Source: an optimization exercise on an open RTL-to-GDS flow (aim: small area). Production flows keep margins and buffers that such runs may drop. RTL that was checked went through simulation tests only; none was proved equivalent to the original. No functional check of the RTL was part of run 5. Power figures rest on the tool's default switching activity, not on a simulated workload.

==> design.v <==
`timescale 1ns / 1ps
module Rs232_Tx_nbytes(clk,reset,tx_start_flag,data_in,tx_done_flag,Rs232_Txd,rx_sample);
  parameter n = 8;  
  parameter N = 8;  
  parameter BAUD_RATE = 16'h28B0;  
  input clk;
  input reset;
  input [(N*n)-1:0] data_in;
  output tx_start_flag;
  output reg tx_done_flag;
  output Rs232_Txd;
  output rx_sample;
  reg [13:0] clk_count;
  reg [3:0] phase;
  reg [3:0] byte_count;
  reg [N-1:0] data;
  wire [2:0] sel = ~byte_count[2:0];
  wire stop      = phase[3] & phase[0];
  wire end_data  = clk_count[13] & clk_count[11] & clk_count[7] & clk_count[5] &
                   clk_count[3] & clk_count[2] & clk_count[1] & clk_count[0];   
  wire past_b    = clk_count[13] & clk_count[11] & clk_count[7] & clk_count[5] &
                   clk_count[4];                                                
  wire load      = stop & past_b & ~clk_count[0];                               
  wire end_stop  = past_b & clk_count[0];                                       
  wire bit_end   = stop ? end_stop : end_data;
  wire rx_window = clk_count[13] & clk_count[11] & clk_count[7] & clk_count[5];   
  always @(posedge clk) begin
    if (reset == 1'b0) begin
      clk_count    <= BAUD_RATE;
      phase        <= 4'b1111;
      byte_count   <= 4'd0;
      tx_done_flag <= 1'b0;
    end else begin
      if (bit_end) begin
        clk_count <= 14'd0;
        phase     <= stop ? 4'b1000 : phase - 4'd1;
      end else begin
        clk_count <= clk_count + 14'd1;
      end
      if (load) begin
        byte_count   <= byte_count + 4'd1;
        tx_done_flag <= tx_done_flag | byte_count[3];
      end
    end
  end
  always @(posedge clk)
    if (load)
      data <= data_in[sel*N +: N];
  assign Rs232_Txd     = tx_done_flag | (phase[3] ? phase[0] : data[phase[2:0]]);
  assign tx_start_flag = ~tx_done_flag & phase[3] & ~phase[0];
  assign rx_sample     = ~tx_done_flag & ~phase[3] & rx_window &
                         (clk_count[3:0] == ~byte_count);
endmodule
`timescale 1ns / 1ps
module Rs232_Rx_nbytes(clk,sample,Rs232_Rxd,data_out);
  parameter n = 8;  
  parameter N = 8;  
  input clk;
  input sample;
  input Rs232_Rxd;
  output reg [(N*n)-1:0] data_out;
  always @(posedge clk)
    if (sample)
      data_out <= {data_out[(N*n)-2:0], Rs232_Rxd};
endmodule
`timescale 1ns / 1ps
module Rs232_Controller(clk,reset,data_in,Rs232_Rxd,start_flag,data_out,done_flag,Rs232_Txd);
parameter N=8;
parameter n=8;
  input clk;   
  input reset; 
  input [(N*n)-1:0] data_in;  
  output start_flag;
  output [(N*n)-1:0] data_out; 
  output done_flag;
  input Rs232_Rxd;   
  output Rs232_Txd;  
  wire sample;  
 Rs232_Tx_nbytes tx(.clk(clk),
                    .reset(reset),
                    .tx_start_flag(start_flag),
                    .data_in(data_in),
                    .tx_done_flag(done_flag),
                    .Rs232_Txd(Rs232_Txd),
                    .rx_sample(sample));
 Rs232_Rx_nbytes Rx(.clk(clk),
                    .sample(sample),
                    .Rs232_Rxd(Rs232_Rxd),
                    .data_out(data_out));
endmodule  
==> run.sh <==
#!/bin/bash
# synth_recipe.tcl (not shown) runs the flow's synth.tcl, then flattens the netlist and writes it again
# the make line also repeats each setting of config.mk as NAME=value (left out here)
make -C /OpenROAD-flow-scripts/flow DESIGN_CONFIG=/design/flow/config.mk WORK_HOME=/design/flow/orfs CLKGATE_MAP_FILE= SYNTH_SCRIPT=/design/flow/synth_recipe.tcl finish
==> config.mk <==
export PLATFORM = sky130hd
export DESIGN_NAME = Rs232_Controller
export DESIGN_NICKNAME = Rs232_Controller
export VERILOG_FILES = /design/flow/design.v
export SDC_FILE = /design/flow/constraint.sdc
export NUM_CORES = 4
export LEC_CHECK = 0
export CAP_MARGIN = 20
export CORE_MARGIN = 2
export CORE_UTILIZATION = 40
export SLEW_MARGIN = 20
==> constraint.sdc <==
create_clock -name core_clock -period 10.0 [get_ports {clk}]
set_input_delay 2.0000 -clock core_clock [delete_from_list [all_inputs] [get_ports {clk}]]
set_output_delay 2.0000 -clock core_clock [all_outputs]
set_load 0.01 [all_outputs]
==> flow_metrics.env, run 1 <==
export IMPL_io_pins=134
export IMPL_worstPathCellList="mux4_2 > nand2_1 > a31oi_1 > clkdlybuf4s50_1"
export IMPL_worst_slew_pin_slew_ns=0.910
export IMPL_synth_top_area_share=0.560
export IMPL_dieArea_um2=10500
export IMPL_hpwl_mm=5.99
export IMPL_mostFrequentLayoutCells="clkdlybuf4s50_1 (133), edfxtp_1 (72), dfxtp_1 (23)"
export IMPL_syn_nets=303
export IMPL_portBuffers=133
export IMPL_numCtsBuffers=9
export IMPL_cts_reportedPaths_clkPinSlew_ns=0.09
export IMPL_antenna_found_initial=0
export IMPL_p_leak_uw=0.00179
export IMPL_synth_warnings=2
export IMPL_fin_crit_ns=4.04
export IMPL_synth_area_leader_cell="edfxtp_1"
export IMPL_syn_to_final_growth_pct=41.5
export IMPL_synth_top_cells_by_area="edfxtp_1 (56%), dfxtp_1 (12%), mux4_2 (10%)"
export IMPL_rows=35
export IMPL_postCtsHoldBufs=0
export IMPL_setup_viol=0
export IMPL_grt_max_degree=65
export IMPL_synth_avg_cell_area_um2=16.6
export IMPL_yosysSeqAreaShare=0.679
export IMPL_htree_levels=3
export IMPL_worstSetupEndpointType="primary output"
export IMPL_crit_required_ns=8.00
export IMPL_power_density_nw_per_um2=162
export IMPL_start_util=0.416
export IMPL_finalCritPeriodShare=0.404
export IMPL_critPathArrivalTime_ns=2.04
export IMPL_cts_setup_buffers=0
export IMPL_wire_per_inst_um=16.1
export IMPL_n_fill_cell=785
export IMPL_critPathMaxStageDelay_ns=0.54
export IMPL_critPathSlowestCell="mux4_2"
export IMPL_vias_per_cell=4.87
export IMPL_vias=2452
export IMPL_grt_remaining_overflow=0
export IMPL_drive_gt1_frac=0.142
export IMPL_core_area_um2=9280
export IMPL_path_class="register to primary output"
export IMPL_clock_fmax_mhz=247
export IMPL_rsz0062_at_grt="false"
export IMPL_hold_viol=0
export IMPL_synth_seq_cells=95
export IMPL_finClkSkew_ns=0.0128
export IMPL_synth_cells=233
export IMPL_layout_commonest_cell="clkdlybuf4s50_1"
export IMPL_antenna_left=0
export IMPL_whs_ns=0.452
export IMPL_max_cap_viol_count=0
export IMPL_grt_pass1_vias=2461
export IMPL_drt_wl_total_mm=8.08
export IMPL_relSlewSlack=0.392
export IMPL_drc=0
export IMPL_diodes=0
export IMPL_netlist_area_um2=3860
export IMPL_cts_sinks=95
export IMPL_hp_class="register to register"
export IMPL_cts_max_path_buffers=2
export IMPL_startpoint_type="register"
export IMPL_die_h_um=102
export IMPL_drt_iter0_markers=123
export IMPL_power_uw=884
export IMPL_track_usage=0.160
export IMPL_grt_pass1_wl_mm=12.4
export IMPL_cts_tree="done"
export IMPL_layout_nets=439
export IMPL_die_w_um=102
export IMPL_final_max_slew_viol_count=0
export IMPL_cts_resized=0
export IMPL_insertion_delay_ns=0.36
export IMPL_place_gp_congestion=0.831
export IMPL_first_pass_iters=4
export IMPL_path_max_fanout=8
export IMPL_ir_drop_mv=0.0700
export IMPL_outcome="complete, no violations"
export IMPL_ctsRootBufferMaster="clkbuf_8"
export IMPL_synth_cell_type_count=42
export IMPL_tns_ns=0
## area by class of cell
type | instances | area (µm²) | area share
flip-flops and latches | 95 | 2620 | 0.480
repair buffers | 135 | 1350 | 0.246
multi-input cells | 120 | 1130 | 0.206
well taps | 129 | 161 | 0.0295
clock buffers | 10 | 128 | 0.0233
clock inverters | 6 | 52.6 | 0.00961
inverters | 8 | 30.0 | 0.00549
## synthesized netlist by cell type, drive strengths merged
cell type	n
o211ai	2
a41oi	1
xnor2	15
nand3	10
xor2	3
o31ai	1
or4	1
a21oi	1
mux2i	1
dlygate4sd1	1
and4b	1
mux4	18
and4	1
nor2b	3
o21ai	8
mux2	8
a31oi	2
a41o	1
edfxtp	72
clkbuf	1
nor2	15
nor4	3
buf	8
nor3	3
nor3b	1
inv	8
nand4b	1
ha	3
dfxtp	23
nand4	3
and2	5
nand2	6
and3	3
## registers in the layout (all words and copies together), names as in the netlist
signal and count:
tx.clk_count 14, tx.byte_count 4, tx.data 8, tx.phase 4
tx.tx_done_flag 1, Rx.data_out 64
## through the flow
step | worst slack (ns) | area, µm² | utilization | std cells
global placement | 6.34 | 5290 | 0.569 | 487
finish | 5.96 | 5470 | 0.589 | 503
floorplan | 6.90 | 3860 | - | 233
CTS | 5.92 | 5470 | 0.589 | 503
detailed placement | 6.33 | 5290 | 0.569 | 487
global route | 5.85 | 5470 | 0.589 | 503
## power by group
part / leakage [µW] / internal (µW) / switching, µW
Sequential: 0.000791 / 447 / 22.8
Clock: 0.0000854 / 94.5 / 137
Combinational: 0.000917 / 112 / 71.8
## critical path, delay by kind of cell (launching register included)
kind	cells	cell delay, ns
muxes	1	0.54
DFF	1	0.50
buffers and inverters	1	0.49
and+or+nand+nor	1	0.08
AOI/OAI and AO/OA	1	0.08
## kinds of logic after synthesis
logic type | after synthesis | synth area share
AO/OA/AOI/OAI | 16 | 0.0285
XOR/XNOR | 18 | 0.0408
adder cells (fa/ha/maj) | 3 | 0.00972
buffers and inverters | 18 | 0.0298
flip-flops | 95 | 0.679
multiplexers | 27 | 0.131
AND/OR/NAND/NOR | 56 | 0.0813
## routing by layer
metal	GRT usage	vias to the layer above	wire length, µm
met5	0	-	0
met4	0.0646	0	112
met3	0.0499	10	654
met2	0.259	119	3930
met1	0.200	1158	3390
li1	-	1165	-
## final timing paths
check | to | start | cells past startpoint | slack, ns
worst max register to register | Rx.data_out[12] | tx.byte_count[1] | 4 | 7.45
worst min register to register | Rx.data_out[39] | Rx.data_out[38] | 0 | 0.45
worst max-delay path | Rs232_Txd | tx.phase[0] | 4 | 5.96
worst min-delay path | Rx.data_out[39] | Rx.data_out[38] | 0 | 0.45
==> inputs of run 2 (changes only) <==
--- a/config.mk
+++ b/config.mk
@@ -7,2 +7,3 @@
 export LEC_CHECK = 0
+export ABC_AREA = 1
 export CAP_MARGIN = 20
==> flow_metrics.env, run 2 <==
export IMPL_p_clk_frac=0.227
export IMPL_cts_sinks=95
export IMPL_hold_viol=0
export IMPL_worst_slew_pin_slew_ns=0.778
export IMPL_setup_viol=0
export IMPL_ctsRootBufferMaster="clkbuf_8"
export IMPL_hold_path_depth=0
export IMPL_drt_wl_total_mm=9.03
export IMPL_place_gp_congestion=0.828
export IMPL_seq_power_share=0.502
export IMPL_synth_area_leader_cell="edfxtp_1"
export IMPL_portBuffers=133
export IMPL_insertion_delay_ns=0.36
export IMPL_grt_pass1_vias=3023
export IMPL_critPathBufInv=3
export IMPL_pwr_share_comb=0.272
export IMPL_rows=36
export IMPL_finClkSkew_ns=0.00676
export IMPL_antenna_found_initial=0
export IMPL_layout_nets=590
export IMPL_antenna_left=0
export IMPL_die_h_um=104
export IMPL_synth_avg_cell_area_um2=10.2
export IMPL_hpwl_mm=6.80
export IMPL_diodes=0
export IMPL_netSwitchingFraction=0.350
export IMPL_worstPathCellList="clkinv_1 > nand2_1 > nand3_1 > nand3_1 > nand3_1 > nand2_1 > inv_1 > clkdlybuf4s50_1"
export IMPL_ys_flop_type="edfxtp_1"
export IMPL_synth_top_family_by_area="simple AND/OR/NAND/NOR gates"
export IMPL_power_internal_uw=679
export IMPL_critPathMaxStageDelay_ns=0.47
export IMPL_synth_warnings=2
export IMPL_ir_drop_mv=0.0955
export IMPL_crit_required_ns=8.00
export IMPL_grt_remaining_overflow=0
export IMPL_synth_mux_area_frac=0
export IMPL_syn_to_final_growth_pct=40.6
export IMPL_cts_setup_buffers=0
export IMPL_hp_class="register to register"
export IMPL_finalCritPeriodShare=0.400
export IMPL_synth_edf_count=72
export IMPL_reg2reg_depth=5
export IMPL_synth_seq_cells=95
export IMPL_placed_cells=642
export IMPL_fin_cells=658
export IMPL_final_max_slew_viol_count=0
export IMPL_first_pass_iters=4
export IMPL_postCtsHoldBufs=0
export IMPL_rsz0062_at_grt="false"
export IMPL_mostFrequentLayoutCells="clkdlybuf4s50_1 (133), nand2_1 (85), edfxtp_1 (72)"
export IMPL_path_class="register to primary output"
export IMPL_grt_pass1_wl_mm=14.7
export IMPL_synthTopCellsByCount="nand2_1 (85), edfxtp_1 (72), nor2_1 (52)"
export IMPL_power_uw=1040
export IMPL_power_density_nw_per_um2=186
export IMPL_io_pins=134
export IMPL_path_max_fanout=8
export IMPL_tns_ns=0
export IMPL_vias_per_cell=4.81
export IMPL_crit_top_cell="nand3_1"
export IMPL_critPathArrivalTime_ns=2.00
export IMPL_outcome="complete, no violations"
export IMPL_cts_tree="done"
export IMPL_synth_cells=390
export IMPL_synth_xor_area_share=0.0110
export IMPL_fin_crit_ns=4.00
export IMPL_cts_max_path_buffers=2
export IMPL_netlist_area_um2=3990
export IMPL_startpoint_type="register"
export IMPL_drt_iter0_markers=139
export IMPL_drc=0
export IMPL_yosysMostFrequentCell="nand2_1"
export IMPL_synth_top_cells_by_area="edfxtp_1 (54%), dfxtp_1 (12%), nand2_1 (8.0%)"
export IMPL_synth_async_reset_ratio=0
export IMPL_max_cap_viol_count=0
export IMPL_p_sw_uw=365
export IMPL_numCtsBuffers=9
export IMPL_synth_cell_type_count=28
export IMPL_largest_register_ffs=64
export IMPL_synth_top_area_share=0.542
export IMPL_cp_depth=8
export IMPL_grt_max_degree=65
export IMPL_track_usage=0.171
export IMPL_syn_nets=460
export IMPL_critPathTopFamily="buffers and inverters"
export IMPL_drive_gt1_frac=0.0552
export IMPL_core_area_um2=9730
export IMPL_n_fill_cell=898
export IMPL_start_util=0.410
export IMPL_relSlewSlack=0.481
export IMPL_yosys_area_share_adder=0.00940
export IMPL_die_w_um=104
export IMPL_layout_commonest_cell="clkdlybuf4s50_1"
export IMPL_synth_compound_area_share=0.0887
export IMPL_clock_fmax_mhz=250
export IMPL_htree_levels=3
export IMPL_p_leak_uw=0.00204
export IMPL_top_register="Rx.data_out"
export IMPL_whs_ns=0.452
export IMPL_yosysSeqAreaShare=0.657
export IMPL_critPathSlowestCell="dfxtp_1"
export IMPL_wire_per_inst_um=13.7
export IMPL_cts_resized=0
export IMPL_top_regs="Rx.data_out (64), tx.clk_count (14), tx.data (8)"
export IMPL_synthSimpleGateAreaFrac=0.189
export IMPL_worstSetupEndpointType="primary output"
export IMPL_vias=3166
export IMPL_cts_reportedPaths_clkPinSlew_ns=0.10
export IMPL_dieArea_um2=10800
==> run 2: cell types whose count changed after synthesis, moves of 4 or more <==
cell and delta:
inv_1 +13, inv_2 +4, nor2_1 +37, o21ai_0 +31, mux4_2 -18, mux2_2 -8
clkbuf_1 +7, o22ai_1 +16, nand2_1 +81, a21oi_1 +6, xnor2_1 -13, nand3_1 +17
==> run 2: cells by family (layout without fill, tap and decap cells) <==
logic type,Yosys count,count (layout)
flip-flops,95,95
XOR/XNOR,5,5
AND/OR/NAND/NOR,180,180
AO/OA/AOI/OAI,65,65
buffers and inverters,42,177
adder cells (fa/ha/maj),3,3
==> run 2: final cells by class <==
cell class                      instances  area (µm²)  share of cell area
Tap cell                              133         166              0.0296
Timing Repair Buffer                  134        1340               0.239
Clock buffer                            9         124              0.0221
Clock inverter                          7        62.6              0.0111
Multi-Input combinational cell        253        1200               0.213
Inverter                               27         101              0.0181
Sequential cell                        95        2620               0.467
==> run 2: power groups by stage <==
| stage | Combinational [µW] | Sequential (µW) | Clock (µW) |
|---|---|---|---|
| floorplan | 236 | 500 | 0 |
| global placement | 282 | 532 | 0 |
| detailed placement | 286 | 532 | 0 |
| CTS | 287 | 523 | 246 |
| global route | 330 | 530 | 264 |
| finish | 284 | 524 | 237 |
==> run 2: through the flow <==
step | utilization | cell area (µm²) | setup slack, ns
after floorplan | - | 3990 | 2.44
after global placement | 0.558 | 5430 | 6.44
after detailed placement | 0.558 | 5430 | 6.38
after CTS | 0.577 | 5610 | 5.97
after global routing | 0.577 | 5610 | 5.81
final | 0.577 | 5610 | 6.00
==> run 2: worst reg2reg max path, stage by stage, from the launching register on <==
cell,delay [ns]
dfxtp_2,0.74
inv_2,0.38
nand2_1,0.15
nand3_1,0.09
nor4_2,0.20
buf_4,0.64
==> run 2: per-layer routing <==
metal	part of all wire	wire length (µm)	GRT usage
met1	0.45	4070	0.214
met2	0.46	4180	0.283
met3	0.067	607	0.0401
met4	0.019	175	0.0724
met5	0	0	0
==> run 2: path summary, 6_finish.rpt <==
check / from / end / slack [ns]
setup reg to reg: tx.byte_count[0] / Rx.data_out[44] / 7.39
hold / removal: Rx.data_out[46] / Rx.data_out[47] / 0.45
setup / recovery: tx.phase[0] / Rs232_Txd / 6.00
hold reg to reg: Rx.data_out[46] / Rx.data_out[47] / 0.45
==> inputs of run 3 (changes only) <==
==> flow/run.sh (new file) <==
#!/bin/bash
# Standard layout, with the smallest buffer (buf_1) on each input and output port.
set -euo pipefail
bash standard.sh "BUFFER_PORTS_ARGS=-buffer_cell sky130_fd_sc_hd__buf_1" finish > standard.log 2>&1
==> standard.sh (new file) <==
#!/bin/bash
# synth_recipe.tcl (not shown) runs the flow's synth.tcl, then flattens the netlist and writes it again
# the make line also repeats each setting of config.mk as NAME=value (left out here)
make -C /OpenROAD-flow-scripts/flow DESIGN_CONFIG=/design/flow/config.mk WORK_HOME=/design/flow/orfs CLKGATE_MAP_FILE= SYNTH_SCRIPT=/design/flow/synth_recipe.tcl "${@:-finish}"
--- a/config.mk
+++ b/config.mk
@@ -7,6 +7,5 @@
 export LEC_CHECK = 0
-export ABC_AREA = 1
-export CAP_MARGIN = 20
+export CAP_MARGIN = 0
 export CORE_MARGIN = 2
 export CORE_UTILIZATION = 40
-export SLEW_MARGIN = 20
+export SLEW_MARGIN = 0
removed: run.sh
==> flow_metrics.env, run 3 <==
export IMPL_synthSimpleGateAreaFrac=0.0813
export IMPL_finalCritPeriodShare=0.370
export IMPL_start_util=0.416
export IMPL_ys_flop_type="edfxtp_1"
export IMPL_cts_setup_buffers=0
export IMPL_vias_per_cell=4.81
export IMPL_yosysSeqAreaShare=0.679
export IMPL_netlist_area_um2=3860
export IMPL_postCtsHoldBufs=0
export IMPL_hpwl_mm=5.37
export IMPL_portBuffers=133
export IMPL_rows=35
export IMPL_yosys_area_share_adder=0.00972
export IMPL_synthTopCellsByCount="edfxtp_1 (72), dfxtp_1 (23), mux4_2 (18)"
export IMPL_worstReg2RegEnd="Rx.data_out[43]"
export IMPL_synth_compound_area_share=0.0285
export IMPL_worst_slew_pin_slew_ns=1.20
export IMPL_rsz0062_at_grt="false"
export IMPL_drt_iter0_markers=92
export IMPL_path_max_fanout=8
export IMPL_grt_remaining_overflow=0
export IMPL_syn_nets=303
export IMPL_grt_pass1_wl_mm=11.2
export IMPL_setup_viol=0
export IMPL_insertion_delay_ns=0.35
export IMPL_startpoint="tx.phase[0]"
export IMPL_path_class="register to primary output"
export IMPL_io_pins=134
export IMPL_synth_top_area_share=0.560
export IMPL_drt_wl_total_mm=7.29
export IMPL_synth_cell_type_count=42
export IMPL_r2r_start="tx.byte_count[0]"
export IMPL_max_cap_viol_count=0
export IMPL_grt_max_degree=65
export IMPL_yosysMostFrequentCell="edfxtp_1"
export IMPL_drive_gt1_frac=0.142
export IMPL_drc=0
export IMPL_top_regs="Rx.data_out (64), tx.clk_count (14), tx.data (8)"
export IMPL_power_uw=871
export IMPL_first_pass_iters=4
export IMPL_dpl_cell_area_um2=4450
export IMPL_cts_max_path_buffers=2
export IMPL_power_density_nw_per_um2=188
export IMPL_wire_per_inst_um=14.5
export IMPL_antenna_found_initial=0
export IMPL_synth_edf_count=72
export IMPL_startpoint_type="register"
export IMPL_largest_register_ffs=64
export IMPL_synth_avg_cell_area_um2=16.6
export IMPL_finClkSkew_ns=0.0140
export IMPL_p_leak_uw=0.00143
export IMPL_vias=2414
export IMPL_synth_cells=233
export IMPL_track_usage=0.142
export IMPL_top_register="Rx.data_out"
export IMPL_critPathArrivalTime_ns=1.70
export IMPL_synth_top_cells_by_area="edfxtp_1 (56%), dfxtp_1 (12%), mux4_2 (10%)"
export IMPL_grt_pass1_vias=2280
export IMPL_antenna_left=0
export IMPL_stdcell_area_um2=4640
export IMPL_core_area_um2=9280
export IMPL_outcome="complete, no violations"
export IMPL_place_gp_congestion=0.761
export IMPL_layout_commonest_cell="buf_1"
export IMPL_die_h_um=102
export IMPL_synth_mux_area_frac=0.131
export IMPL_synth_async_reset_ratio=0
export IMPL_cts_sinks=95
export IMPL_dieArea_um2=10500
export IMPL_synth_seq_cells=95
export IMPL_diodes=0
export IMPL_die_w_um=102
export IMPL_relSlewSlack=0.197
export IMPL_reg2reg_depth=3
export IMPL_synth_area_leader_cell="edfxtp_1"
export IMPL_whs_ns=0.453
export IMPL_layout_nets=438
export IMPL_hp_class="register to register"
export IMPL_ir_drop_mv=0.0990
export IMPL_tns_ns=0
export IMPL_syn_to_final_growth_pct=20.2
export IMPL_synth_xor_area_share=0.0408
export IMPL_fin_crit_ns=3.70
export IMPL_min_to="Rx.data_out[43]"
export IMPL_min_from="Rx.data_out[42]"
export IMPL_final_max_slew_viol_count=0
export IMPL_synth_top_family_by_area="multiplexers"
export IMPL_ctsRootBufferMaster="clkbuf_8"
export IMPL_worstSetupEndpointType="primary output"
export IMPL_cts_resized=0
export IMPL_hold_viol=0
export IMPL_synth_warnings=2
export IMPL_r2r_slack_ns=7.48
export IMPL_htree_levels=3
export IMPL_cts_reportedPaths_clkPinSlew_ns=0.10
export IMPL_hold_path_depth=0
export IMPL_mostFrequentLayoutCells="buf_1 (133), edfxtp_1 (72), dfxtp_1 (23)"
export IMPL_clock_fmax_mhz=271
export IMPL_cts_tree="done"
export IMPL_crit_required_ns=8.00
export IMPL_numCtsBuffers=9
export IMPL_n_fill_cell=847
run 3: changes by cell type in the layout (fill, tap and decap cells not counted), moves of 4 or more:
| cell | previous run | this run |
|---|---|---|
| inv_1 | 21 | 8 |
| mux4_2 | 0 | 18 |
| buf_1 | 0 | 133 |
| mux2_2 | 0 | 8 |
| a21oi_1 | 7 | 1 |
| nand2_1 | 85 | 4 |
| inv_2 | 4 | 0 |
| o21ai_0 | 38 | 7 |
| xnor2_1 | 2 | 15 |
| nand3_1 | 27 | 10 |
| o22ai_1 | 16 | 0 |
| nor2_1 | 52 | 15 |
| clkdlybuf4s50_1 | 133 | 0 |
run 3: layer usage:
metal	track usage	part of all wire
met4	0.0462	0.010
met3	0.0417	0.076
met1	0.179	0.43
met5	0	0
met2	0.235	0.48
run 3: area by class of cell:
cell class	instances	area [µm²]	area share
Timing Repair Buffer	134	507	0.109
Tap cell	129	161	0.0348
Clock buffer	9	124	0.0267
Sequential cell	95	2620	0.565
Clock inverter	7	73.8	0.0159
Inverter	8	30.0	0.00647
Multi-Input combinational cell	120	1130	0.242
run 3: per-stage QoR:
stage	setup WS [ns]	cells	utilization
2_1_floorplan	6.90	233	-
3_3_place_gp	6.69	486	0.479
3_5_place_dp	6.67	486	0.479
4_1_cts	6.28	502	0.500
5_1_grt	6.18	502	0.500
6_report	6.30	502	0.500
run 3: cell families after synthesis:
group	count (synthesis)
compound gates	16
flops	95
fa+ha+maj	3
simple gates	56
xor+xnor	18
buf+inv	18
mux	27
run 3: worst max-delay path by stage:
stage,end,slack (ns),depth (start not counted)
4_1_cts,Rs232_Txd,6.28,4
5_1_grt,Rs232_Txd,6.18,4
2_1_floorplan,Rs232_Txd,6.90,4
3_3_place_gp,Rs232_Txd,6.69,4
3_5_place_dp,Rs232_Txd,6.67,4
6_report,Rs232_Txd,6.30,4
run 3: critical path: stages, from the launching register on:
cell and delay [ns]:
dfxtp_1 0.51, mux4_2 0.54, nand2_1 0.07, a31oi_1 0.09, buf_1 0.14
run 3: report_power, final:
| part | leakage [µW] | internal [µW] | switching (µW) | total, µW |
|---|---|---|---|---|
| registers | 0.000791 | 447 | 39.7 | 487 |
| clock network | 0.0000942 | 98.1 | 144 | 242 |
| logic | 0.000542 | 90.8 | 51.5 | 142 |
==> inputs of run 4 (changes only) <==
--- a/config.mk
+++ b/config.mk
@@ -7,5 +7,5 @@
 export LEC_CHECK = 0
-export CAP_MARGIN = 0
+export CAP_MARGIN = 20
 export CORE_MARGIN = 2
 export CORE_UTILIZATION = 40
-export SLEW_MARGIN = 0
+export SLEW_MARGIN = 20
==> flow_metrics.env, run 4 <==
export IMPL_startpoint_type="register"
export IMPL_p_sw_uw=235
export IMPL_fin_crit_ns=3.70
export IMPL_relSlewSlack=0.460
export IMPL_synth_top_area_share=0.560
export IMPL_synth_edf_count=72
export IMPL_path_class="register to primary output"
export IMPL_worstSetupEndpointType="primary output"
export IMPL_top_regs="Rx.data_out (64), tx.clk_count (14), tx.data (8)"
export IMPL_dpl_cell_area_um2=4450
export IMPL_synthTopCellsByCount="edfxtp_1 (72), dfxtp_1 (23), mux4_2 (18)"
export IMPL_track_usage=0.142
export IMPL_syn_nets=303
export IMPL_vias_per_cell=4.81
export IMPL_mostFrequentLayoutCells="buf_1 (133), edfxtp_1 (72), dfxtp_1 (22)"
export IMPL_pwr_share_comb=0.163
export IMPL_synth_top_family_by_area="multiplexers"
export IMPL_outcome="complete, no violations"
export IMPL_antenna_left=0
export IMPL_synth_top_cells_by_area="edfxtp_1 (56%), dfxtp_1 (12%), mux4_2 (10%)"
export IMPL_seq_power_share=0.559
export IMPL_clock_fmax_mhz=271
export IMPL_finClkSkew_ns=0.0140
export IMPL_synth_mux_area_frac=0.131
export IMPL_yosys_area_share_adder=0.00972
export IMPL_wire_per_inst_um=14.5
export IMPL_crit_required_ns=8.00
export IMPL_cts_reportedPaths_clkPinSlew_ns=0.10
export IMPL_core_area_um2=9280
export IMPL_synth_cell_type_count=42
export IMPL_finalCritPeriodShare=0.370
export IMPL_yosysMostFrequentCell="edfxtp_1"
export IMPL_hold_viol=0
export IMPL_rsz0062_at_grt="false"
export IMPL_grt_max_degree=65
export IMPL_power_internal_uw=636
export IMPL_stdcell_area_um2=4650
export IMPL_start_util=0.416
export IMPL_power_density_nw_per_um2=187
export IMPL_drive_gt1_frac=0.145
export IMPL_synthSimpleGateAreaFrac=0.0813
export IMPL_hpwl_mm=5.37
export IMPL_top_register="Rx.data_out"
export IMPL_numCtsBuffers=9
export IMPL_dieArea_um2=10500
export IMPL_synth_compound_area_share=0.0285
export IMPL_p_clk_frac=0.278
export IMPL_grt_pass1_wl_mm=11.2
export IMPL_drt_wl_total_mm=7.29
export IMPL_die_w_um=102
export IMPL_grt_remaining_overflow=0
export IMPL_n_fill_cell=846
export IMPL_syn_to_final_growth_pct=20.3
export IMPL_portBuffers=133
export IMPL_htree_levels=3
export IMPL_layout_commonest_cell="buf_1"
export IMPL_yosysSeqAreaShare=0.679
export IMPL_cts_resized=0
export IMPL_max_cap_viol_count=0
export IMPL_ctsRootBufferMaster="clkbuf_8"
export IMPL_antenna_found_initial=0
export IMPL_final_max_slew_viol_count=0
export IMPL_drc=0
export IMPL_path_max_fanout=8
export IMPL_critPathArrivalTime_ns=1.70
export IMPL_worst_slew_pin_slew_ns=0.809
export IMPL_tns_ns=0
export IMPL_place_gp_congestion=0.761
export IMPL_cts_max_path_buffers=2
export IMPL_synth_seq_cells=95
export IMPL_layout_nets=438
export IMPL_p_leak_uw=0.00143
export IMPL_insertion_delay_ns=0.35
export IMPL_synth_warnings=2
export IMPL_largest_register_ffs=64
export IMPL_cts_sinks=95
export IMPL_first_pass_iters=4
export IMPL_drt_iter0_markers=92
export IMPL_grt_pass1_vias=2280
export IMPL_postCtsHoldBufs=0
export IMPL_diodes=0
export IMPL_synth_xor_area_share=0.0408
export IMPL_rows=35
export IMPL_ir_drop_mv=0.0988
export IMPL_ys_flop_type="edfxtp_1"
export IMPL_utilization=0.500
export IMPL_io_pins=134
export IMPL_cts_setup_buffers=0
export IMPL_synth_async_reset_ratio=0
export IMPL_cts_tree="done"
export IMPL_synth_area_leader_cell="edfxtp_1"
export IMPL_netSwitchingFraction=0.270
export IMPL_die_h_um=102
export IMPL_synth_cells=233
export IMPL_hp_class="register to register"
export IMPL_netlist_area_um2=3860
export IMPL_synth_avg_cell_area_um2=16.6
export IMPL_setup_viol=0
export IMPL_vias=2414
run 4: path summary, 6_finish.rpt:
| path | startpoint | end | slack [ns] | depth (start not counted) |
|---|---|---|---|---|
| worst max-delay path | tx.phase[0] | Rs232_Txd | 6.30 | 4 |
| worst min-delay path | Rx.data_out[42] | Rx.data_out[43] | 0.45 | 0 |
| worst max register to register | tx.byte_count[1] | Rx.data_out[43] | 7.50 | 4 |
| worst min register to register | Rx.data_out[42] | Rx.data_out[43] | 0.45 | 0 |
run 4: power by group through the flow:
stage	logic, µW	registers [µW]	clock network, µW
2_1_floorplan	153	465	0
3_3_place_gp	143	495	0
3_5_place_dp	144	496	0
4_1_cts	144	488	251
5_1_grt	156	495	267
6_report	142	487	242
run 4: worst max-delay path, stage by stage (launching register included):
cell and delay, ns:
dfxtp_1 0.51, mux4_2 0.54, nand2_1 0.07, a31oi_1 0.09, buf_1 0.14
run 4: cell families (layout without fill, tap and decap cells):
family                     after synthesis  count (layout)
xor gates and xnor gates                18              18
muxes                                   27              27
and+or+nand+nor                         56              56
DFF                                     95              95
buffers and inverters                   18             158
adders and majority gates                3               3
AOI/OAI and AO/OA                       16              16
run 4: routing by layer:
| layer | up-vias | GRT usage | share of wire |
|---|---|---|---|
| met4 | 0 | 0.0462 | 0.010 |
| met5 | - | 0 | 0 |
| met1 | 1134 | 0.179 | 0.43 |
| met3 | 4 | 0.0417 | 0.076 |
| li1 | 1160 | - | - |
| met2 | 116 | 0.235 | 0.48 |
run 4: stage by stage:
stage,power (µW),hold slack (ns),cells,worst slack [ns]
after global placement,639,0.426,486,6.69
after CTS,883,0.450,502,6.28
final,871,0.453,502,6.30
after global routing,918,0.456,502,6.18
after floorplan,618,0.484,233,6.90
after detailed placement,640,0.432,486,6.67
run 4: cell type report:
type / instances / area (µm²) / area share
Clock inverter: 7 / 73.8 / 0.0159
Timing Repair Buffer: 134 / 507 / 0.109
Inverter: 8 / 30.0 / 0.00646
Sequential cell: 95 / 2620 / 0.565
Clock buffer: 9 / 124 / 0.0267
Tap cell: 129 / 161 / 0.0347
Multi-Input combinational cell: 120 / 1130 / 0.242
==> inputs of run 5 (changes only) <==
--- a/design.v
+++ b/design.v
@@ -1,3 +1,3 @@
 `timescale 1ns / 1ps
-module Rs232_Tx_nbytes(clk,reset,tx_start_flag,data_in,tx_done_flag,Rs232_Txd,rx_sample);
+module Rs232_Tx_nbytes(clk,reset,tx_start_flag,tx_bit,tx_done_flag,Rs232_Txd,rx_sample,load,byte_sel);
   parameter n = 8;  
@@ -7,7 +7,9 @@
   input reset;
-  input [(N*n)-1:0] data_in;
+  input tx_bit;               
   output tx_start_flag;
   output reg tx_done_flag;
-  output Rs232_Txd;
+  output reg Rs232_Txd;
   output rx_sample;
+  output load;
+  output [2:0] byte_sel;
   reg [13:0] clk_count;
@@ -15,4 +17,2 @@
   reg [3:0] byte_count;
-  reg [N-1:0] data;
-  wire [2:0] sel = ~byte_count[2:0];
   wire stop      = phase[3] & phase[0];
@@ -22,3 +22,3 @@
                    clk_count[4];                                                
-  wire load      = stop & past_b & ~clk_count[0];                               
+  wire at_load   = stop & past_b & ~clk_count[0];                               
   wire end_stop  = past_b & clk_count[0];                                       
@@ -32,2 +32,3 @@
       tx_done_flag <= 1'b0;
+      Rs232_Txd    <= 1'b1;
     end else begin
@@ -36,2 +37,3 @@
         phase     <= stop ? 4'b1000 : phase - 4'd1;
+        Rs232_Txd <= tx_done_flag | (stop ? 1'b0 : (phase == 4'd0) ? 1'b1 : tx_bit);
       end else begin
@@ -39,4 +41,5 @@
       end
-      if (load) begin
-        byte_count   <= byte_count + 4'd1;
+      if (at_load) begin
+        if (!byte_count[3])
+          byte_count <= byte_count + 4'd1;
         tx_done_flag <= tx_done_flag | byte_count[3];
@@ -45,6 +48,4 @@
   end
-  always @(posedge clk)
-    if (load)
-      data <= data_in[sel*N +: N];
-  assign Rs232_Txd     = tx_done_flag | (phase[3] ? phase[0] : data[phase[2:0]]);
+  assign load          = at_load & ~byte_count[3];
+  assign byte_sel      = ~byte_count[2:0];    
   assign tx_start_flag = ~tx_done_flag & phase[3] & ~phase[0];
@@ -54,3 +55,3 @@
 `timescale 1ns / 1ps
-module Rs232_Rx_nbytes(clk,sample,Rs232_Rxd,data_out);
+module Rs232_Rx_nbytes(clk,sample,Rs232_Rxd,load,byte_sel,data_in,data_out);
   parameter n = 8;  
@@ -60,6 +61,12 @@
   input Rs232_Rxd;
+  input load;
+  input [2:0] byte_sel;
+  input [(N*n)-1:0] data_in;
   output reg [(N*n)-1:0] data_out;
-  always @(posedge clk)
+  always @(posedge clk) begin
     if (sample)
       data_out <= {data_out[(N*n)-2:0], Rs232_Rxd};
+    if (load)
+      data_out[(N*n)-1 -: N] <= data_in[byte_sel*N +: N];
+  end
 endmodule
@@ -77,3 +84,5 @@
   output Rs232_Txd;  
-  wire sample;  
+  wire       sample;    
+  wire       load;      
+  wire [2:0] byte_sel;  
  Rs232_Tx_nbytes tx(.clk(clk),
@@ -81,6 +90,8 @@
                     .tx_start_flag(start_flag),
-                    .data_in(data_in),
+                    .tx_bit(data_out[(N*n)-1]),
                     .tx_done_flag(done_flag),
                     .Rs232_Txd(Rs232_Txd),
-                    .rx_sample(sample));
+                    .rx_sample(sample),
+                    .load(load),
+                    .byte_sel(byte_sel));
  Rs232_Rx_nbytes Rx(.clk(clk),
@@ -88,2 +99,5 @@
                     .Rs232_Rxd(Rs232_Rxd),
+                    .load(load),
+                    .byte_sel(byte_sel),
+                    .data_in(data_in),
                     .data_out(data_out));
==> flow_metrics.env, run 5 <==
export IMPL_drive_gt1_frac=0.112
export IMPL_drc=0
export IMPL_synth_mux_area_frac=0.124
export IMPL_outcome="complete, no violations"
export IMPL_cts_max_path_buffers=2
export IMPL_fin_crit_ns=3.27
export IMPL_synth_cell_type_count=38
export IMPL_diodes=0
export IMPL_stdcell_area_um2=4480
export IMPL_min_to="Rx.data_out[41]"
export IMPL_whs_ns=0.450
export IMPL_track_usage=0.152
export IMPL_critPathSlowestCell="dfxtp_1"
export IMPL_syn_nets=317
export IMPL_grt_max_degree=58
export IMPL_synth_area_leader_cell="edfxtp_1"
export IMPL_ir_drop_mv=0.104
export IMPL_dieArea_um2=10000
export IMPL_top_register="Rx.data_out"
export IMPL_critPathBufInv=2
export IMPL_critPathMaxStageDelay_ns=0.46
export IMPL_grt_remaining_overflow=0
export IMPL_path_max_fanout=7
export IMPL_ys_flop_type="edfxtp_1"
export IMPL_worstPathCellList="inv_1 > and3_1 > buf_1"
export IMPL_worst_slew_pin_slew_ns=0.834
export IMPL_clock_fmax_mhz=306
export IMPL_top_usage_layer="met2"
export IMPL_antenna_left=0
export IMPL_vias=2559
export IMPL_wire_per_inst_um=15.2
export IMPL_grt_pass1_wl_mm=11.9
export IMPL_min_from="Rx.data_out[40]"
export IMPL_relSlewSlack=0.443
export IMPL_top_regs="Rx.data_out (64), tx.clk_count (14)"
export IMPL_rows=35
export IMPL_postCtsHoldBufs=0
export IMPL_multi_input_area_um2=1200
export IMPL_layout_commonest_cell="buf_1"
export IMPL_cts_sinks=88
export IMPL_n_fill_cell=853
export IMPL_synth_seq_cells=88
export IMPL_netlist_area_um2=3700
export IMPL_synthTopCellsByCount="edfxtp_1 (64), dfxtp_1 (24), nor2_1 (20)"
export IMPL_drt_iter0_markers=95
export IMPL_layout_nets=451
export IMPL_synth_edf_count=64
export IMPL_synth_top_family_by_area="multiplexers"
export IMPL_place_gp_congestion=0.804
export IMPL_ctsRootBufferMaster="clkbuf_8"
export IMPL_htree_levels=3
export IMPL_tns_ns=0
export IMPL_die_w_um=100
export IMPL_met1_usage=0.187
export IMPL_hpwl_mm=5.38
export IMPL_cts_setup_buffers=0
export IMPL_synth_xor_area_share=0.0379
export IMPL_yosysMostFrequentCell="edfxtp_1"
export IMPL_vias_per_cell=5.16
export IMPL_syn_to_final_growth_pct=21.2
export IMPL_cp_depth=3
export IMPL_synth_top_cells_by_area="edfxtp_1 (52%), dfxtp_1 (13%), mux4_2 (9.7%)"
export IMPL_core_area_um2=9110
export IMPL_insertion_delay_ns=0.35
export IMPL_synth_avg_cell_area_um2=15.0
export IMPL_startpoint_type="register"
export IMPL_worstSetupEndpointType="primary output"
export IMPL_finalCritPeriodShare=0.327
export IMPL_globalRouteMet2Util=0.245
export IMPL_mostFrequentLayoutCells="buf_1 (133), edfxtp_1 (64), dfxtp_1 (24)"
export IMPL_hp_class="register to register"
export IMPL_power_density_nw_per_um2=198
export IMPL_reg2reg_depth=5
export IMPL_drt_wl_total_mm=7.56
export IMPL_path_class="register to primary output"
export IMPL_r2r_slack_ns=7.27
export IMPL_synth_cells=246
export IMPL_synth_top_area_share=0.519
export IMPL_start_util=0.406
export IMPL_yosys_area_share_adder=0.0135
export IMPL_grt_pass1_vias=2524
export IMPL_critPathTopFamily="flip-flops"
export IMPL_largest_register_ffs=64
export IMPL_cts_tree="done"
export IMPL_cts_resized=0
export IMPL_cts_reportedPaths_clkPinSlew_ns=0.10
export IMPL_portBuffers=133
export IMPL_critPathArrivalTime_ns=1.27
export IMPL_synth_compound_area_share=0.0494
export IMPL_dpl_cell_area_um2=4280
export IMPL_setup_viol=0
export IMPL_worstReg2RegEnd="Rx.data_out[59]"
export IMPL_synth_warnings=2
export IMPL_crit_required_ns=8.00
export IMPL_antenna_found_initial=0
export IMPL_finClkSkew_ns=0.0135
export IMPL_power_uw=886
export IMPL_first_pass_iters=4
export IMPL_io_pins=134
export IMPL_final_max_slew_viol_count=0
export IMPL_max_cap_viol_count=0
export IMPL_synthSimpleGateAreaFrac=0.0967
export IMPL_rsz0062_at_grt="false"
export IMPL_grtUsageMet3=0.0550
export IMPL_r2r_start="tx.byte_count[1]"
export IMPL_hold_viol=0
export IMPL_yosysSeqAreaShare=0.649
export IMPL_regArea_um2=2400
export IMPL_numCtsBuffers=9
export IMPL_die_h_um=100
export IMPL_hold_path_depth=0
export IMPL_p_leak_uw=0.00143
export IMPL_synth_async_reset_ratio=0
-- run 5: cell types whose count changed after synthesis, moves of 8 or more --
cell | before | now
a21oi_1 | 1 | 13
xnor2_1 | 15 | 3
xor2_1 | 3 | 13
mux2i_1 | 1 | 10
edfxtp_1 | 72 | 64
mux2_2 | 8 | 0
-- run 5: layer usage --
layer / up-vias / part of all wire
met5: - / 0
met4: 0 / 0.015
met3: 10 / 0.11
met2: 117 / 0.45
met1: 1227 / 0.42
li1: 1205 / -
-- run 5: report_power, final --
group          switching, µW  internal (µW)
logic                   93.1           94.9
registers               25.7            418
clock network            134            121
total                    253            634
-- run 5: worst max path at each step --
stage	startpoint	end	slack (ns)
final	tx.phase[0]	start_flag	6.73
after detailed placement	data_in[6]	Rx.data_out[62]	6.91
after CTS	tx.phase[0]	start_flag	6.73
after floorplan	tx.byte_count[1]	Rx.data_out[56]	2.95
after global placement	data_in[9]	Rx.data_out[57]	6.95
after global routing	tx.phase[0]	start_flag	6.67
-- run 5: through the flow --
stage / util / worst slack, ns / std cells
after floorplan: - / 2.95 / 246
after global placement: 0.469 / 6.95 / 480
after detailed placement: 0.469 / 6.91 / 480
after CTS: 0.492 / 6.73 / 496
after global routing: 0.492 / 6.67 / 496
final: 0.492 / 6.73 / 496
-- run 5: cell type report --
type                    count  share of cell area
clock buffers               9              0.0276
repair buffers            136               0.116
inverters                   4             0.00335
multi-input cells         141               0.267
flip-flops and latches     88               0.536
well taps                 111              0.0310
clock inverters             7              0.0190
-- run 5: logic make-up (layout without fill, tap and decap cells) --
kind of cell / Yosys count / after routing
buffers and inverters: 17 / 156
AOI/OAI and AO/OA: 29 / 29
xor gates and xnor gates: 16 / 16
and+or+nand+nor: 66 / 66
DFF: 88 / 88
muxes: 26 / 26
adders and majority gates: 4 / 4
==> inputs of run 6 (changes only) <==
--- a/design.v
+++ b/design.v
@@ -9,3 +9,3 @@
   output tx_start_flag;
-  output reg tx_done_flag;
+  output tx_done_flag;
   output reg Rs232_Txd;
@@ -17,17 +17,14 @@
   reg [3:0] byte_count;
-  wire stop      = phase[3] & phase[0];
-  wire end_data  = clk_count[13] & clk_count[11] & clk_count[7] & clk_count[5] &
+  wire tail      = phase[3] & phase[1] & ~phase[0];                            
+  wire end_bit   = clk_count[13] & clk_count[11] & clk_count[7] & clk_count[5] &
                    clk_count[3] & clk_count[2] & clk_count[1] & clk_count[0];   
-  wire past_b    = clk_count[13] & clk_count[11] & clk_count[7] & clk_count[5] &
-                   clk_count[4];                                                
-  wire at_load   = stop & past_b & ~clk_count[0];                               
-  wire end_stop  = past_b & clk_count[0];                                       
-  wire bit_end   = stop ? end_stop : end_data;
+  wire bit_end   = tail ? clk_count[0] : end_bit;
+  wire at_load   = tail & ~clk_count[0];
   wire rx_window = clk_count[13] & clk_count[11] & clk_count[7] & clk_count[5];   
+  wire done      = byte_count[3] & byte_count[0];
   always @(posedge clk) begin
     if (reset == 1'b0) begin
-      clk_count    <= BAUD_RATE;
-      phase        <= 4'b1111;
+      clk_count    <= 14'd0;
+      phase        <= 4'b1110;
       byte_count   <= 4'd0;
-      tx_done_flag <= 1'b0;
       Rs232_Txd    <= 1'b1;
@@ -36,4 +33,5 @@
         clk_count <= 14'd0;
-        phase     <= stop ? 4'b1000 : phase - 4'd1;
-        Rs232_Txd <= tx_done_flag | (stop ? 1'b0 : (phase == 4'd0) ? 1'b1 : tx_bit);
+        phase     <= tail ? 4'b1000 : phase - 4'd1;
+        Rs232_Txd <= done | (phase[3] ? phase[0] | (~phase[1] & tx_bit)
+                                        : (phase[2:0] == 3'd0) | tx_bit);
       end else begin
@@ -41,7 +39,4 @@
       end
-      if (at_load) begin
-        if (!byte_count[3])
-          byte_count <= byte_count + 4'd1;
-        tx_done_flag <= tx_done_flag | byte_count[3];
-      end
+      if (at_load & ~done)
+        byte_count <= byte_count + 4'd1;
     end
@@ -50,4 +45,5 @@
   assign byte_sel      = ~byte_count[2:0];    
-  assign tx_start_flag = ~tx_done_flag & phase[3] & ~phase[0];
-  assign rx_sample     = ~tx_done_flag & ~phase[3] & rx_window &
+  assign tx_done_flag  = done;
+  assign tx_start_flag = ~done & phase[3] & ~phase[1];
+  assign rx_sample     = ~done & ~phase[3] & rx_window &
                          (clk_count[3:0] == ~byte_count);
@@ -65,2 +61,9 @@
   output reg [(N*n)-1:0] data_out;
+  reg [N-1:0] byte_in;
+  integer k;
+  always @(*) begin
+    byte_in = {N{1'b0}};
+    for (k = 0; k < n; k = k + 1)
+      byte_in = byte_in | (data_in[k*N +: N] & {N{byte_sel == k}});
+  end
   always @(posedge clk) begin
@@ -69,3 +72,3 @@
     if (load)
-      data_out[(N*n)-1 -: N] <= data_in[byte_sel*N +: N];
+      data_out[(N*n)-1 -: N] <= byte_in;
   end
==> flow_metrics.env, run 6 <==
export IMPL_final_max_slew_viol_count=0
export IMPL_drc=0
export IMPL_crit_required_ns=8.00
export IMPL_top_register="Rx.data_out"
export IMPL_path_class="register to primary output"
export IMPL_hpwl_mm=5.73
export IMPL_ys_flop_type="edfxtp_1"
export IMPL_drt_iter0_markers=192
export IMPL_postCtsHoldBufs=0
export IMPL_die_w_um=98.9
export IMPL_antenna_found_initial=0
export IMPL_track_usage=0.160
export IMPL_power_density_nw_per_um2=183
export IMPL_finalCritPeriodShare=0.343
export IMPL_reg2reg_depth=5
export IMPL_r2r_slack_ns=7.55
export IMPL_tns_ns=0
export IMPL_cts_max_path_buffers=2
export IMPL_synthTopCellsByCount="edfxtp_1 (64), nor2_1 (24), dfxtp_1 (23)"
export IMPL_antenna_left=0
export IMPL_synth_avg_cell_area_um2=13.4
export IMPL_layout_commonest_cell="buf_1"
export IMPL_grt_remaining_overflow=0
export IMPL_synth_cell_type_count=43
export IMPL_syn_to_final_growth_pct=22.0
export IMPL_yosysMostFrequentCell="edfxtp_1"
export IMPL_wire_per_inst_um=15.6
export IMPL_hp_class="register to register"
export IMPL_dpl_cell_area_um2=4180
export IMPL_cts_setup_buffers=0
export IMPL_io_pins=134
export IMPL_core_area_um2=8720
export IMPL_synth_async_reset_ratio=0
export IMPL_endpoint="start_flag"
export IMPL_fin_crit_ns=3.43
export IMPL_mostFrequentLayoutCells="buf_1 (133), edfxtp_1 (64), nor2_1 (24)"
export IMPL_critPathMaxStageDelay_ns=0.42
export IMPL_insertion_delay_ns=0.36
export IMPL_diodes=0
export IMPL_r2r_start="tx.byte_count[2]"
export IMPL_synth_top_area_share=0.533
export IMPL_ctsRootBufferMaster="clkbuf_8"
export IMPL_whs_ns=0.448
export IMPL_netlist_area_um2=3600
export IMPL_synth_cells=268
export IMPL_clock_fmax_mhz=292
export IMPL_cts_resized=0
export IMPL_grt_max_degree=57
export IMPL_rows=34
export IMPL_placed_cells=496
export IMPL_synth_seq_cells=87
export IMPL_multi_input_area_um2=1110
export IMPL_cts_sinks=87
export IMPL_syn_nets=344
export IMPL_top_regs="Rx.data_out (64), tx.clk_count (14)"
export IMPL_relSlewSlack=0.537
export IMPL_startpoint="tx.byte_count[0]"
export IMPL_portBuffers=133
export IMPL_drt_wl_total_mm=7.97
export IMPL_first_pass_iters=4
export IMPL_grt_pass1_wl_mm=12.3
export IMPL_setup_viol=0
export IMPL_worst_slew_pin_slew_ns=0.694
export IMPL_stdcell_area_um2=4400
export IMPL_critPathArrivalTime_ns=1.43
export IMPL_synth_edf_count=64
export IMPL_p_leak_uw=0.00145
export IMPL_htree_levels=3
export IMPL_place_gp_congestion=0.862
export IMPL_synth_area_leader_cell="edfxtp_1"
export IMPL_die_h_um=98.9
export IMPL_drive_gt1_frac=0.0767
export IMPL_vias=2671
export IMPL_synth_warnings=2
export IMPL_grt_pass1_vias=2512
export IMPL_numCtsBuffers=9
export IMPL_cts_tree="done"
export IMPL_start_util=0.413
export IMPL_outcome="complete, no violations"
export IMPL_layout_nets=475
export IMPL_regArea_um2=2380
export IMPL_cts_reportedPaths_clkPinSlew_ns=0.10
export IMPL_startpoint_type="register"
export IMPL_path_max_fanout=9
export IMPL_worstSetupEndpointType="primary output"
export IMPL_max_cap_viol_count=0
export IMPL_dieArea_um2=9780
export IMPL_yosysSeqAreaShare=0.661
export IMPL_rsz0062_at_grt="false"
export IMPL_largest_register_ffs=64
export IMPL_fin_cells=512
export IMPL_synth_top_cells_by_area="edfxtp_1 (53%), dfxtp_1 (13%), a222oi_1 (5.6%)"
export IMPL_vias_per_cell=5.22
export IMPL_finClkSkew_ns=0.0161
export IMPL_hold_viol=0
export IMPL_ir_drop_mv=0.102
export IMPL_worstPathCellList="and2_1 > nor3b_1 > buf_1"
export IMPL_n_fill_cell=808
export IMPL_worstReg2RegEnd="Rx.data_out[63]"
export IMPL_critPathSlowestCell="dfxtp_1"
==> run 6: changes by cell type after synthesis, sizes merged, moves of 5 or more <==
cell | previous run | this run
inv | 4 | 10
a222oi | 0 | 20
xor2 | 13 | 8
nand2 | 7 | 21
mux4 | 16 | 0
ha | 4 | 9
nand3 | 11 | 6
mux2i | 10 | 2
nor2 | 20 | 25
==> run 6: layout make-up <==
cell class | instances | share of cell area
Clock buffer | 9 | 0.0282
Clock inverter | 7 | 0.0213
Inverter | 10 | 0.00854
Multi-Input combinational cell | 156 | 0.252
Sequential cell | 87 | 0.542
Tap cell | 108 | 0.0307
Timing Repair Buffer | 135 | 0.117
==> run 6: worst max-delay path, delay by kind of cell (launching register included) <==
kind | cells | cell delay [ns]
buffers and inverters | 1 | 0.21
flip-flops | 1 | 0.42
AND/OR/NAND/NOR | 2 | 0.44
==> run 6: through the flow <==
step	worst slack, ns	utilization	power [µW]
after floorplan	3.25	-	520
after global placement	6.76	0.479	554
after detailed placement	6.72	0.479	556
after CTS	6.56	0.504	816
after global routing	6.48	0.504	847
final	6.57	0.504	806
==> run 6: per-layer routing <==
metal | vias up | global-route usage | part of all wire
met5 | - | 0 | 0
met4 | 0 | 0.0706 | 0.0097
met3 | 6 | 0.0482 | 0.10
met2 | 138 | 0.256 | 0.46
met1 | 1230 | 0.200 | 0.43
li1 | 1297 | - | -
==> run 6: where the power goes <==
group / total (µW) / leakage [µW] / switching (µW) / internal, µW
logic: 126 / 0.000597 / 69.8 / 55.7
clock network: 258 / 0.000107 / 135 / 123
registers: 422 / 0.000747 / 18.0 / 404
total: 806 / 0.00145 / 223 / 582
==> run 6: kinds of logic (layout without fill, tap and decap cells) <==
kind of cell | after synthesis | in the layout | share of synthesized area
xor gates and xnor gates | 15 | 15 | 0.0365
muxes | 6 | 6 | 0.0201
adders and majority gates | 9 | 9 | 0.0313
and+or+nand+nor | 78 | 78 | 0.113
AOI/OAI and AO/OA | 48 | 48 | 0.106
buffers and inverters | 25 | 161 | 0.0326
DFF | 87 | 87 | 0.661
==> run 6: how the worst min path moves through the flow <==
stage	startpoint	end	slack, ns	cells past startpoint
6_report	Rx.data_out[51]	Rx.data_out[52]	0.45	0
5_1_grt	Rx.data_out[51]	Rx.data_out[52]	0.47	0
4_1_cts	Rx.data_out[51]	Rx.data_out[52]	0.45	0
3_5_place_dp	Rx.data_out[37]	Rx.data_out[38]	0.43	0
3_3_place_gp	Rx.data_out[45]	Rx.data_out[46]	0.43	0
2_1_floorplan	tx.phase[2]	tx.phase[2]	0.46	1
==> inputs of run 7 (changes only) <==
==> flow/run.sh (replaced) <==
#!/bin/bash
# Standard layout, with the smallest buffer (buf_1) on each input and output port
# and clock tree synthesis without dummy loads.
set -euo pipefail
bash standard.sh "BUFFER_PORTS_ARGS=-buffer_cell sky130_fd_sc_hd__buf_1" \
  "CTS_ARGS=-sink_clustering_enable -repair_clock_nets -dont_use_dummy_load -sink_clustering_size 30 -sink_clustering_max_diameter 300" finish > standard.log 2>&1
==> flow_metrics.env, run 7 <==
export IMPL_cts_sinks=87
export IMPL_path_max_fanout=9
export IMPL_grt_max_degree=57
export IMPL_hold_viol=0
export IMPL_tns_ns=0
export IMPL_syn_to_final_growth_pct=19.4
export IMPL_worstSetupEndpointType="primary output"
export IMPL_ir_drop_mv=0.0918
export IMPL_max_cap_viol_count=0
export IMPL_insertion_delay_ns=0.35
export IMPL_wire_per_inst_um=15.7
export IMPL_synthTopCellsByCount="edfxtp_1 (64), nor2_1 (24), dfxtp_1 (23)"
export IMPL_track_usage=0.159
export IMPL_cts_setup_buffers=0
export IMPL_fin_crit_ns=3.40
export IMPL_synth_avg_cell_area_um2=13.4
export IMPL_worstPathCellList="and2_1 > nor3b_1 > buf_1"
export IMPL_grt_pass1_wl_mm=12.2
export IMPL_numCtsBuffers=9
export IMPL_critPathMaxStageDelay_ns=0.41
export IMPL_path_class="register to primary output"
export IMPL_cts_max_path_buffers=2
export IMPL_mostFrequentLayoutCells="buf_1 (133), edfxtp_1 (64), nor2_1 (24)"
export IMPL_synth_async_reset_ratio=0
export IMPL_ctsRootBufferMaster="clkbuf_8"
export IMPL_diodes=0
export IMPL_yosysMostFrequentCell="edfxtp_1"
export IMPL_reg2reg_depth=5
export IMPL_rows=34
export IMPL_critPathSlowestCell="dfxtp_1"
export IMPL_layout_nets=475
export IMPL_clock_fmax_mhz=294
export IMPL_final_max_slew_viol_count=0
export IMPL_netlist_area_um2=3600
export IMPL_io_pins=134
export IMPL_drt_iter0_markers=187
export IMPL_whs_ns=0.441
export IMPL_htree_levels=3
export IMPL_hold_path_depth=0
export IMPL_worstReg2RegEnd="Rx.data_out[63]"
export IMPL_worst_slew_pin_slew_ns=0.692
export IMPL_rsz0062_at_grt="false"
export IMPL_outcome="complete, no violations"
export IMPL_synth_cell_type_count=43
export IMPL_min_from="Rx.data_out[54]"
export IMPL_die_h_um=98.9
export IMPL_power_uw=730
export IMPL_layout_commonest_cell="buf_1"
export IMPL_drive_gt1_frac=0.0605
export IMPL_synth_top_cells_by_area="edfxtp_1 (53%), dfxtp_1 (13%), a222oi_1 (5.6%)"
export IMPL_synth_area_leader_cell="edfxtp_1"
export IMPL_min_to="Rx.data_out[55]"
export IMPL_p_leak_uw=0.00141
export IMPL_relSlewSlack=0.539
export IMPL_die_w_um=98.9
export IMPL_cts_tree="done"
export IMPL_r2r_start="tx.byte_count[2]"
export IMPL_dieArea_um2=9780
export IMPL_first_pass_iters=5
export IMPL_grt_pass1_vias=2508
export IMPL_synth_edf_count=64
export IMPL_cts_reportedPaths_clkPinSlew_ns=0.09
export IMPL_portBuffers=133
export IMPL_ys_flop_type="edfxtp_1"
export IMPL_top_register="Rx.data_out"
export IMPL_finClkSkew_ns=0.0345
export IMPL_synth_seq_cells=87
export IMPL_drt_wl_total_mm=7.95
export IMPL_start_util=0.413
export IMPL_hpwl_mm=5.73
export IMPL_place_gp_congestion=0.862
export IMPL_finalCritPeriodShare=0.340
export IMPL_postCtsHoldBufs=0
export IMPL_synth_top_area_share=0.533
export IMPL_syn_nets=344
export IMPL_n_fill_cell=814
export IMPL_placed_cells=496
export IMPL_synth_cells=268
export IMPL_largest_register_ffs=64
export IMPL_vias_per_cell=5.27
export IMPL_synth_warnings=2
export IMPL_setup_viol=0
export IMPL_startpoint_type="register"
export IMPL_hp_class="register to register"
export IMPL_top_regs="Rx.data_out (64), tx.clk_count (14)"
export IMPL_cts_resized=0
export IMPL_critPathArrivalTime_ns=1.40
export IMPL_crit_required_ns=8.00
export IMPL_grt_remaining_overflow=0
export IMPL_drc=0
export IMPL_antenna_left=0
export IMPL_vias=2662
export IMPL_fin_cells=505
export IMPL_r2r_slack_ns=7.57
export IMPL_core_area_um2=8720
export IMPL_power_density_nw_per_um2=170
export IMPL_yosysSeqAreaShare=0.661
export IMPL_antenna_found_initial=0
-- run 7: cell count changes in the layout (fill, tap and decap cells not counted), sizes merged --
cell,before,now
bufinv,1,0
clkinv,1,0
clkinvlp,1,0
inv,14,10
-- run 7: metrics by stage --
step            util  setup slack [ns]  cell area, µm²
2_1_floorplan      -              3.25            3600
3_3_place_gp   0.479              6.76            4180
3_5_place_dp   0.479              6.72            4180
4_1_cts        0.493              6.59            4300
5_1_grt        0.493              6.50            4300
6_report       0.493              6.60            4300
-- run 7: critical path, delay by kind of cell, from the launching register on --
kind	cells	cell delay, ns
buf+inv	1	0.21
flops	1	0.41
simple gates	2	0.44
-- run 7: routing by layer --
layer	routed length, µm	vias to the layer above	GRT usage
li1	-	1288	-
met1	3440	1235	0.198
met2	3550	126	0.254
met3	789	13	0.0532
met4	170	0	0.0695
met5	0	-	0
-- run 7: cell type report --
cell class	count	area, µm²	area share
repair buffers	135	514	0.120
flip-flops and latches	87	2380	0.554
multi-input cells	156	1110	0.258
clock buffers	9	124	0.0288
inverters	10	37.5	0.00872
well taps	108	135	0.0314
-- run 7: cell families (layout without fill, tap and decap cells) --
family,Yosys count,after routing,share of synthesized area
buffers and inverters,25,154,0.0326
flip-flops,87,87,0.661
AO/OA/AOI/OAI,48,48,0.106
adder cells (fa/ha/maj),9,9,0.0313
multiplexers,6,6,0.0201
XOR/XNOR,15,15,0.0365
AND/OR/NAND/NOR,78,78,0.113
-- run 7: worst max path at each step --
| stage | from | to | depth (start not counted) |
|---|---|---|---|
| after floorplan | tx.clk_count[0] | Rx.data_out[0] | 5 |
| after global placement | data_in[54] | Rx.data_out[62] | 5 |
| after detailed placement | data_in[31] | Rx.data_out[63] | 5 |
| after CTS | tx.byte_count[0] | start_flag | 3 |
| after global routing | tx.byte_count[0] | start_flag | 3 |
| final | tx.byte_count[0] | start_flag | 3 |
-- run 7: where the power goes --
part	internal, µW	switching [µW]
clock network	80.5	102
registers	404	17.9
logic	55.7	69.8
==> inputs of run 8 (changes only) <==
==> flow/run.sh (replaced) <==
#!/bin/bash
# Standard layout, with the smallest buffer (buf_1) on each input and output port
# and clock tree synthesis without dummy loads.
set -euo pipefail
bash standard.sh "BUFFER_PORTS_ARGS=-buffer_cell sky130_fd_sc_hd__buf_1" \
  "CTS_ARGS=-sink_clustering_enable -repair_clock_nets -dont_use_dummy_load" finish > standard.log 2>&1
--- a/config.mk
+++ b/config.mk
@@ -9,3 +9,3 @@
 export CORE_MARGIN = 2
-export CORE_UTILIZATION = 40
+export CORE_UTILIZATION = 60
 export SLEW_MARGIN = 20
==> flow_metrics.env, run 8 <==
export IMPL_outcome="complete, no violations"
export IMPL_hpwl_mm=5.22
export IMPL_finClkSkew_ns=0.0317
export IMPL_min_to="Rx.data_out[12]"
export IMPL_synth_top_area_share=0.533
export IMPL_postCtsHoldBufs=0
export IMPL_critPathBufInv=1
export IMPL_hp_class="register to register"
export IMPL_path_class="register to primary output"
export IMPL_antenna_left=0
export IMPL_cts_max_path_buffers=2
export IMPL_r2r_start="tx.byte_count[2]"
export IMPL_rsz0062_at_grt="false"
export IMPL_power_density_nw_per_um2=172
export IMPL_max_cap_viol_count=0
export IMPL_finalCritPeriodShare=0.335
export IMPL_relSlewSlack=0.564
export IMPL_synth_top_cells_by_area="edfxtp_1 (53%), dfxtp_1 (13%), a222oi_1 (5.6%)"
export IMPL_netlist_area_um2=3600
export IMPL_drc=0
export IMPL_worst_slew_pin_slew_ns=0.654
export IMPL_critPathSlowestCell="dfxtp_1"
export IMPL_die_h_um=81.5
export IMPL_diodes=0
export IMPL_largest_register_ffs=64
export IMPL_p_leak_uw=0.00141
export IMPL_io_pins=134
export IMPL_startpoint="tx.byte_count[0]"
export IMPL_syn_nets=344
export IMPL_critPathArrivalTime_ns=1.35
export IMPL_cts_reportedPaths_clkPinSlew_ns=0.09
export IMPL_drive_gt1_frac=0.0605
export IMPL_vias_per_cell=5.69
export IMPL_stdcell_area_um2=4260
export IMPL_r2r_slack_ns=7.53
export IMPL_syn_to_final_growth_pct=18.3
export IMPL_grt_remaining_overflow=0
export IMPL_place_gp_congestion=0.843
export IMPL_dpl_cell_area_um2=4140
export IMPL_mostFrequentLayoutCells="buf_1 (133), edfxtp_1 (64), nor2_1 (24)"
export IMPL_layout_commonest_cell="buf_1"
export IMPL_synth_seq_cells=87
export IMPL_layout_nets=475
export IMPL_cts_setup_buffers=0
export IMPL_htree_levels=3
export IMPL_reg2reg_depth=5
export IMPL_clock_fmax_mhz=299
export IMPL_startpoint_type="register"
export IMPL_synth_warnings=2
export IMPL_rows=28
export IMPL_synth_area_leader_cell="edfxtp_1"
export IMPL_cts_sinks=87
export IMPL_start_util=0.616
export IMPL_grt_pass1_wl_mm=11.6
export IMPL_die_w_um=81.5
export IMPL_worstReg2RegEnd="Rx.data_out[63]"
export IMPL_yosysSeqAreaShare=0.661
export IMPL_final_max_slew_viol_count=0
export IMPL_wire_per_inst_um=16.3
export IMPL_top_register="Rx.data_out"
export IMPL_grt_pass1_vias=2399
export IMPL_layout_setup_ws_ns=6.65
export IMPL_drt_wl_total_mm=7.67
export IMPL_hold_path_depth=0
export IMPL_critPathTopFamily="simple AND/OR/NAND/NOR gates"
export IMPL_core_area_um2=5850
export IMPL_synthTopCellsByCount="edfxtp_1 (64), nor2_1 (24), dfxtp_1 (23)"
export IMPL_synth_cells=268
export IMPL_critPathMaxStageDelay_ns=0.40
export IMPL_path_max_fanout=9
export IMPL_synth_async_reset_ratio=0
export IMPL_synth_cell_type_count=43
export IMPL_grt_max_degree=57
export IMPL_worstSetupEndpointType="primary output"
export IMPL_tns_ns=0
export IMPL_cts_tree="done"
export IMPL_yosysMostFrequentCell="edfxtp_1"
export IMPL_crit_required_ns=8.00
export IMPL_ctsRootBufferMaster="clkbuf_8"
export IMPL_min_from="Rx.data_out[11]"
export IMPL_antenna_found_initial=0
export IMPL_worstPathCellList="and2_1 > nor3b_1 > buf_1"
export IMPL_portBuffers=133
export IMPL_track_usage=0.237
export IMPL_insertion_delay_ns=0.35
export IMPL_fin_crit_ns=3.35
export IMPL_drt_iter0_markers=286
export IMPL_ir_drop_mv=0.118
export IMPL_hold_viol=0
export IMPL_dieArea_um2=6640
export IMPL_ys_flop_type="edfxtp_1"
export IMPL_first_pass_iters=7
export IMPL_setup_viol=0
export IMPL_vias=2686
export IMPL_synth_edf_count=64
export IMPL_pre_cts_slack_ns=6.74
export IMPL_cts_resized=0
export IMPL_top_regs="Rx.data_out (64), tx.clk_count (14)"
export IMPL_numCtsBuffers=9
export IMPL_synth_avg_cell_area_um2=13.4
## run 8: cell counts in the layout (fill, tap and decap cells not counted)
No cell type changed its count.
## run 8: area by class of cell
class | count | area [µm²]
well taps | 75 | 93.8
multi-input cells | 156 | 1110
clock buffers | 9 | 124
fillers | 415 | 1590
flip-flops and latches | 87 | 2380
repair buffers | 135 | 514
inverters | 10 | 37.5
## run 8: logic make-up (layout without fill, tap and decap cells)
kind of cell	after synthesis	count (layout)	share of synthesized area
simple gates	78	78	0.113
mux	6	6	0.0201
xor+xnor	15	15	0.0365
fa+ha+maj	9	9	0.0313
buf+inv	25	154	0.0326
flops	87	87	0.661
compound gates	48	48	0.106
## run 8: where the power goes
group	switching [µW]	total [µW]	leakage (µW)	internal (µW)
clock	104	185	0.0000647	80.7
combinational	71.7	127	0.000597	55.7
sequential	17.8	422	0.000747	404
## run 8: metal layers
layer,vias to the layer above,track usage,part of all wire
li1,1288,-,-
met1,1282,0.327,0.45
met3,10,0.0736,0.071
met5,-,0,0
met4,0,0.0814,0.012
met2,106,0.357,0.47
## run 8: worst max-delay path by stage
stage                            endpoint  slack [ns]  cells past startpoint
final                          start_flag        6.65                      3
after global routing           start_flag        6.53                      3
after CTS                      start_flag        6.64                      3
after detailed placement  Rx.data_out[62]        6.74                      5
after global placement    Rx.data_out[62]        6.77                      5
after floorplan            Rx.data_out[0]        3.25                      5
## run 8: through the flow
stage / power, µW / util / cells / hold slack (ns)
6_report: 734 / 0.728 / 472 / 0.439
2_1_floorplan: 520 / - / 268 / 0.460
3_3_place_gp: 551 / 0.707 / 463 / 0.427
5_1_grt: 767 / 0.728 / 472 / 0.463
3_5_place_dp: 556 / 0.707 / 463 / 0.429
4_1_cts: 738 / 0.728 / 472 / 0.446

==> separate check: timing with driven ports <==
Ports are ideal in the flow. The routed layouts listed here were re-timed in OpenROAD. Step 1: set_driving_cell puts a clkbuf_16 on clk and a buf_2 on each other input, an assumption about the parent block. Step 2 moves the port delays by t, midway between the first and last clock arrival at a register: inputs arrive t later, outputs are due t later. That takes back most of the time a late clock gives input paths. Three values: ideal ports, drivers, drivers and shift; two values: the first two.
run | shift t [ns] | slack for setup (ns) | worst setup path at the end | worst slew at a driven data input, ns | pins driven straight from the clock port
run 1 | 0.382 | 5.957 / 5.925 / 6.306 | register to output | 0.04 | 1
run 2 | 0.385 | 6.002 / 5.972 / 6.356 | register to output | 0.04 | 1
run 3 | 0.377 | 6.305 / 6.273 / 6.650 | register to output | 0.03 | 1
run 4 | 0.377 | 6.305 / 6.273 / 6.650 | register to output | 0.03 | 1
run 5 | 0.372 | 6.734 / 6.705 / 6.937 | input to register | 0.04 | 1
run 6 | 0.379 | 6.572 / 6.542 / 6.710 | input to register | 0.06 | 1
run 7 | 0.366 | 6.599 / 6.569 / 6.702 | input to register | 0.06 | 1
run 8 | 0.362 | 6.653 / 6.623 / 6.699 | input to register | 0.04 | 1
After both steps setup and hold are still met in every run listed.
